This design comes from an exercise in tuning for small area on the open sky130 flow, not from production work.
RTL that was checked went through simulation tests only; none was proved equivalent to the original.
Power and IR drop assume default switching activity.

Setup of before:
// usb_endpoint
module usb_endpoint
(
    input logic clk,
    input logic n_rst,
    input logic hsel,
    input logic [3:0] haddr,
    input logic [1:0] htrans,
    input logic [1:0] hsize,
    input logic hwrite,
    input logic [31:0] hwdata,
    input logic dplus_in,
    input logic dminus_in,
    output logic [31:0] hrdata,
    output logic hresp,
    output logic hready,
    output logic d_mode,
    output logic dplus_out,
    output logic dminus_out
);
Settings: LEC_CHECK=0, CAP_MARGIN=20, CORE_MARGIN=2, CORE_UTILIZATION=65, SLEW_MARGIN=20, SYNTH_HIERARCHICAL=1; clock period 10.0 ns.
standard.sh (not shown) runs the stock make flow with config.mk's settings and CLKGATE_MAP_FILE= SYNTH_SCRIPT=/design/flow/synth_recipe.tcl, a recipe that flattens the netlist after the stock synthesis.
==> flow/flow/run.sh <==
#!/bin/bash
set -euo pipefail
here=$(pwd)
rm -rf "$here/scripts_abc"
cp -r "$FLOW_HOME/scripts" "$here/scripts_abc"
cp "$here/flow/abc_map.script" "$here/scripts_abc/abc_speed.script"
SCRIPTS_DIR="$here/scripts_abc" bash standard.sh synth > "$here/synth.log" 2>&1
export BUFFER_PORTS_ARGS="-buffer_cell sky130_fd_sc_hd__buf_1"
export CTS_ARGS="-sink_clustering_enable -repair_clock_nets -sink_clustering_size 15 -sink_clustering_max_diameter 60 -buf_list sky130_fd_sc_hd__clkbuf_8 -dont_use_dummy_load"
bash standard.sh > "$here/layout.log" 2>&1
==> flow/flow/abc_map.script <==
&get -n
&st
&dch -f
&nf -p -a -F 8 -A 4 -R 1000
&put
topo
stime -c
before: full flow OK, the timing, design-rule and antenna checks passed
The following lists how after was set up differently from before:
--- a/flow/design.v
+++ b/flow/design.v
@@ -381,19 +381,19 @@
                 end
             end
             TX_PH_DATA: if (k == 6'd62 && buffer_occupancy == 7'd0) tx_next = TX_PH_EOP;
             TX_PH_EOP: if (k == 6'd24) tx_next = TX_CLEAR;
             TX_CLEAR: tx_next = TX_WAIT;
             TX_WAIT: if (tx_packet == 4'd0) tx_next = TX_IDLE;
             default: tx_next = TX_IDLE;
         endcase
     end
-    always_ff @(posedge clk, negedge n_rst) begin
+    always_ff @(posedge clk) begin
         if (!n_rst) begin
             tx_state <= TX_IDLE;
             k <= '0;
         end
         else begin
             tx_state <= tx_next;
             if (tx_state == TX_CLEAR) k <= '0;
             else if (en) k <= k + 6'd1;
         end
Notes after the runs:
- after vs before — number of fill cells in the layout climbed by a few percent
- after: share of power burned in registers is 0.3 points lower than what before reported.
- Diff before -> after: non-clock buffering overhead in the final layout comparable; signed area change from the synthesized netlist to the final layout now sits at about the same level.
- Any difference in die area between after and before is small enough to ignore.
- Diff before -> after: combined area of the multi-input logic cells has remained practically unchanged; combinational gate power has increased; post-layout instance area has remained practically unchanged.
- On leakage power total, before loses to after.


== run 1 ==
Another version of the RTL of usb_endpoint (not shown whole).
Size: about 2900 cells after synthesis, about 680 flip-flops, roughly 26000 sq um of cells after synthesis.
clock: 10.0 ns
lec_check: 0
cap_margin: 20
core_margin: 2
core_utilization: 50
slew_margin: 20
synth_hierarchical: 1
Scripts as last shown in full above: flow/flow/run.sh, flow/flow/abc_map.script
Inputs modified between run 1 and run 2:
--- a/flow/design.v
+++ b/flow/design.v
@@ -199,35 +199,35 @@
             wrapped <= 1'b0;
         end
         else begin
             if (r_en) rcount <= rcount + 7'd1;
             if (w_en) begin
                 wcount <= wcount + 7'd1;
                 if (wpointer == 6'd63) wrapped <= 1'b1;
             end
         end
     end
     always_comb for (int i = 0; i < 64; i++)
         mem_d[i] = (w_en && wpointer == i) ? wdata : mem[i];
-    logic [3:0] sa;
-    logic [15:0] sb;
+    logic [7:0] sa;
+    logic [7:0] sb;
     logic [7:0] rmux;
-    logic [15:0][7:0] grp;
+    logic [7:0][7:0] grp;
     always_comb begin
-        for (int i = 0; i < 4; i++) sa[i] = (rpointer[1:0] == i);
-        for (int i = 0; i < 16; i++) sb[i] = (rpointer[5:2] == i);
+        for (int i = 0; i < 8; i++) sa[i] = (rpointer[2:0] == i);
+        for (int i = 0; i < 8; i++) sb[i] = (rpointer[5:3] == i);
         rmux = '0;
-        for (int k = 0; k < 16; k++) begin
+        for (int k = 0; k < 8; k++) begin
             grp[k] = '0;
-            for (int j = 0; j < 4; j++) grp[k] = grp[k] | ({8{sa[j]}} & mem[4*k+j]);
+            for (int j = 0; j < 8; j++) grp[k] = grp[k] | ({8{sa[j]}} & mem[8*k+j]);
             rmux = rmux | ({8{sb[k]}} & grp[k]);
         end
     end
     assign rdata = (wrapped || rpointer < wpointer) ? rmux : 8'd0;
     assign tx_packet_data = get_tx_packet_data ? rdata : 8'd0;
     assign rx_data = (get_rx_data && !get_tx_packet_data) ? rdata : 8'd0;
     localparam [4:0] RX_IDLE = 5'd0, RX_IDLE_E = 5'd1, RX_EOP_S = 5'd2, RX_EOP_E = 5'd3,
                      RX_READ_SYNC = 5'd4, RX_CHECK_SYNC = 5'd5, RX_READ_PID = 5'd6, RX_SEND_PID = 5'd7,
                      RX_ACK_NACK = 5'd8, RX_TOKEN_D1 = 5'd9, RX_SEND_TOKEN1 = 5'd10, RX_TOKEN_D2 = 5'd11,
                      RX_SEND_TOKEN2 = 5'd12, RX_WAIT = 5'd13, RX_FLUSH = 5'd14, RX_DATA_RECV = 5'd15,
                      RX_DATA_SEND = 5'd16, RX_DATA_NS = 5'd17, RX_ERROR = 5'd18;
     logic [4:0] rx_state, rx_next;
[summary]
- For run 2 and run 1, there was not a single run that failed to finish clean.
- In run 2 the data arrival time of the worst path turned out 0.27 ns higher than in run 1.
- Diff run 1 -> run 2 | logic gate share of total power | increase of 1.2 points
- Synthesized cell count (lower): run 2
- Run 2 ended up with sky130_fd_sc_hd__clkinv_1 as its critical-path cell with the highest stage delay; run 1 ended up with sky130_fd_sc_hd__nor3b_2.
- Taking run 1 as the reference, in run 2 total power after layout grew by 2.1%, wire length the detailed router placed on met1 shrank by about 2%.


Setup of yarrow:
usb_endpoint, a different RTL version from the one above (not shown whole).
Size: roughly 28000 sq um of cells after synthesis.
clock: 10.0 ns
lec_check: 0
cap_margin: 20
core_margin: 2
core_utilization: 65
cts_buf_list: sky130_fd_sc_hd__clkbuf_8
cts_cluster_diameter: 60
cts_cluster_size: 15
slew_margin: 20
run.sh (not shown) runs the stock make flow with config.mk's settings and CLKGATE_MAP_FILE= SYNTH_SCRIPT=/design/flow/synth_recipe.tcl, a recipe that flattens the netlist after the stock synthesis.
Stock flow here: none of the scripts above is used.
Setup changes, yarrow to quartz
-- flow/design.v --
<<< yarrow, line 11
    logic s_reset, w_en, r_en;
    logic [7:0] wdata, rdata;
    logic [5:0] wpointer, rpointer;
    logic wrapped;            
    logic [7:0] mem [0:63];
    assign s_reset = clear | flush;
>>> quartz, line 11
    logic s_reset, w_en, r_en;
    logic [7:0] wdata, rdata;
    logic [6:0] wcount, rcount;   
    logic [5:0] wpointer, rpointer;
    logic wrapped;                
    logic [7:0] mem [0:63];
    assign s_reset = clear | flush;
<<< yarrow, line 18
    assign wdata = store_tx_data ? tx_data : rcv_data;
    assign r_en = get_tx_packet_data | get_rx_data;
    always_ff @(posedge clk, negedge n_rst) begin
        if (!n_rst) begin
            buffer_occupancy <= '0;
            rpointer <= '0;
            wpointer <= '0;
            wrapped <= 1'b0;
        end
        else if (s_reset) begin
            buffer_occupancy <= '0;
            rpointer <= '0;
            wpointer <= '0;
            wrapped <= 1'b0;
        end
        else begin
            if (w_en && !r_en) buffer_occupancy <= buffer_occupancy + 7'd1;
            else if (r_en && !w_en) buffer_occupancy <= buffer_occupancy - 7'd1;
            if (r_en) rpointer <= rpointer + 6'd1;
            if (w_en) begin
                wpointer <= wpointer + 6'd1;
                if (wpointer == 6'd63) wrapped <= 1'b1;
            end
>>> quartz, line 19
    assign wdata = store_tx_data ? tx_data : rcv_data;
    assign r_en = get_tx_packet_data | get_rx_data;
    assign wpointer = wcount[5:0];
    assign rpointer = rcount[5:0];
    assign buffer_occupancy = wcount - rcount;
    always_ff @(posedge clk, negedge n_rst) begin
        if (!n_rst) begin
            rcount <= '0;
            wcount <= '0;
            wrapped <= 1'b0;
        end
        else if (s_reset) begin
            rcount <= '0;
            wcount <= '0;
            wrapped <= 1'b0;
        end
        else begin
            if (r_en) rcount <= rcount + 7'd1;
            if (w_en) begin
                wcount <= wcount + 7'd1;
                if (wpointer == 6'd63) wrapped <= 1'b1;
            end
<<< yarrow, line 377
    assign eop = rcving && (dp_s == dm_s);
    logic [2:0] cyc, bits;
    logic full;                  
    logic [6:0] nbytes;
    logic shift_en, byte_received, max_bytes;
    assign shift_en = (cyc == 3'd3);
    assign byte_received = full && (cyc == 3'd4);
    assign max_bytes = (nbytes == 7'd66);
    always_ff @(posedge clk, negedge n_rst) begin
>>> quartz, line 377
    assign eop = rcving && (dp_s == dm_s);
    logic [2:0] cyc, bits;
    logic [6:0] nbytes;
    logic shift_en, byte_received, max_bytes;
    assign shift_en = (cyc == 3'd3);
    assign byte_received = (bits == 3'd0) && (cyc == 3'd4);
    assign max_bytes = (nbytes == 7'd66);
    always_ff @(posedge clk, negedge n_rst) begin
<<< yarrow, line 387
            cyc <= '0;
            bits <= '0;
            full <= 1'b0;
            nbytes <= '0;
        end
>>> quartz, line 386
            cyc <= '0;
            bits <= '0;
            nbytes <= '0;
        end
<<< yarrow, line 393
            cyc <= '0;
            bits <= '0;
            full <= 1'b0;
            nbytes <= '0;
        end
        else begin
            cyc <= cyc + 3'd1;
            if (shift_en) begin
                bits <= bits + 3'd1;
                full <= (bits == 3'd7);
            end
            if (byte_received) nbytes <= max_bytes ? 7'd1 : nbytes + 7'd1;
        end
>>> quartz, line 391
            cyc <= '0;
            bits <= '0;
            nbytes <= '0;
        end
        else begin
            cyc <= cyc + 3'd1;
            if (shift_en) bits <= bits + 3'd1;
            if (byte_received) nbytes <= max_bytes ? 7'd1 : nbytes + 7'd1;
        end
<<< yarrow, line 458
            WAIT: if (eop) next_state = EOP_S;
            DATA_NS: begin
                if (eop && !full) next_state = ERROR;
                else if (eop) next_state = EOP_S;
                else if (max_bytes && (d_edge || byte_received)) next_state = ERROR;
>>> quartz, line 452
            WAIT: if (eop) next_state = EOP_S;
            DATA_NS: begin
                if (eop && bits != 3'd0) next_state = ERROR;
                else if (eop) next_state = EOP_S;
                else if (max_bytes && (d_edge || byte_received)) next_state = ERROR;
==> comparison <==
- The run showing the smaller cell area is quartz.
- On overall global routing resource usage, yarrow tracks quartz almost exactly.
- The flip-flop and latch power number comes out lower for quartz vs yarrow.
- In the reports for yarrow and quartz, the larger post-synthesis compound-gate area fraction belongs to yarrow.
- The number of multi-input logic gates was comparable across yarrow and quartz.
- Share of the clock period used by the worst path after layout in quartz is 1.5 points lower than in yarrow
- quartz vs. yarrow: power fell about 9%, buffering overhead stayed essentially flat, minimum setup slack in the final design grew by 150 ps.
For yarrow, only the layout was checked, not whether the RTL still works.

-- port drivers added, routing unchanged --
The flow's constraints put no driver on any port. The routed layouts listed below were extracted and timed again, unchanged, in two steps. Step 1: set_driving_cell puts a clkbuf_16 on clk and a buf_2 on each other input, an assumption about the parent block. Step 2 times the ports against the registers' clock, not the clock port: input delays grow and output delays shrink by t, the midpoint of the rising clock arrivals with the driver on. Slacks: ideal ports / drivers / drivers and shift; pairs: ideal ports / drivers.
| run | t, ns | slack for setup (ns) | hold slack, ns | latest minus earliest clock arrival (ns) | worst register clock-pin slew, ns |
|---|---|---|---|---|---|
| before | 0.732 | 4.171 / 4.143 / 4.143 | 0.408 / 0.408 / 0.408 | 0.057 / 0.057 | 0.10 / 0.10 |
| after | 0.711 | 4.193 / 4.164 / 4.164 | 0.417 / 0.417 / 0.417 | 0.081 / 0.080 | 0.11 / 0.11 |
| run 1 | 0.744 | 4.412 / 4.387 / 4.387 | 0.409 / 0.409 / 0.409 | 0.070 / 0.069 | 0.10 / 0.10 |
| run 2 | 0.734 | 4.141 / 4.113 / 4.113 | 0.413 / 0.413 / 0.413 | 0.069 / 0.070 | 0.10 / 0.10 |
| yarrow | 0.755 | 3.633 / 3.599 / 3.599 | 0.361 / 0.361 / 0.361 | 0.040 / 0.040 | 0.10 / 0.10 |
| quartz | 0.744 | 3.783 / 3.758 / 3.758 | 0.360 / 0.360 / 0.360 | 0.042 / 0.042 | 0.11 / 0.11 |
After both steps setup and hold are still met in every run listed. For yarrow, which loses most, drivers alone change the setup slack by -0.034 ns; drivers and shift together by -0.034 ns.
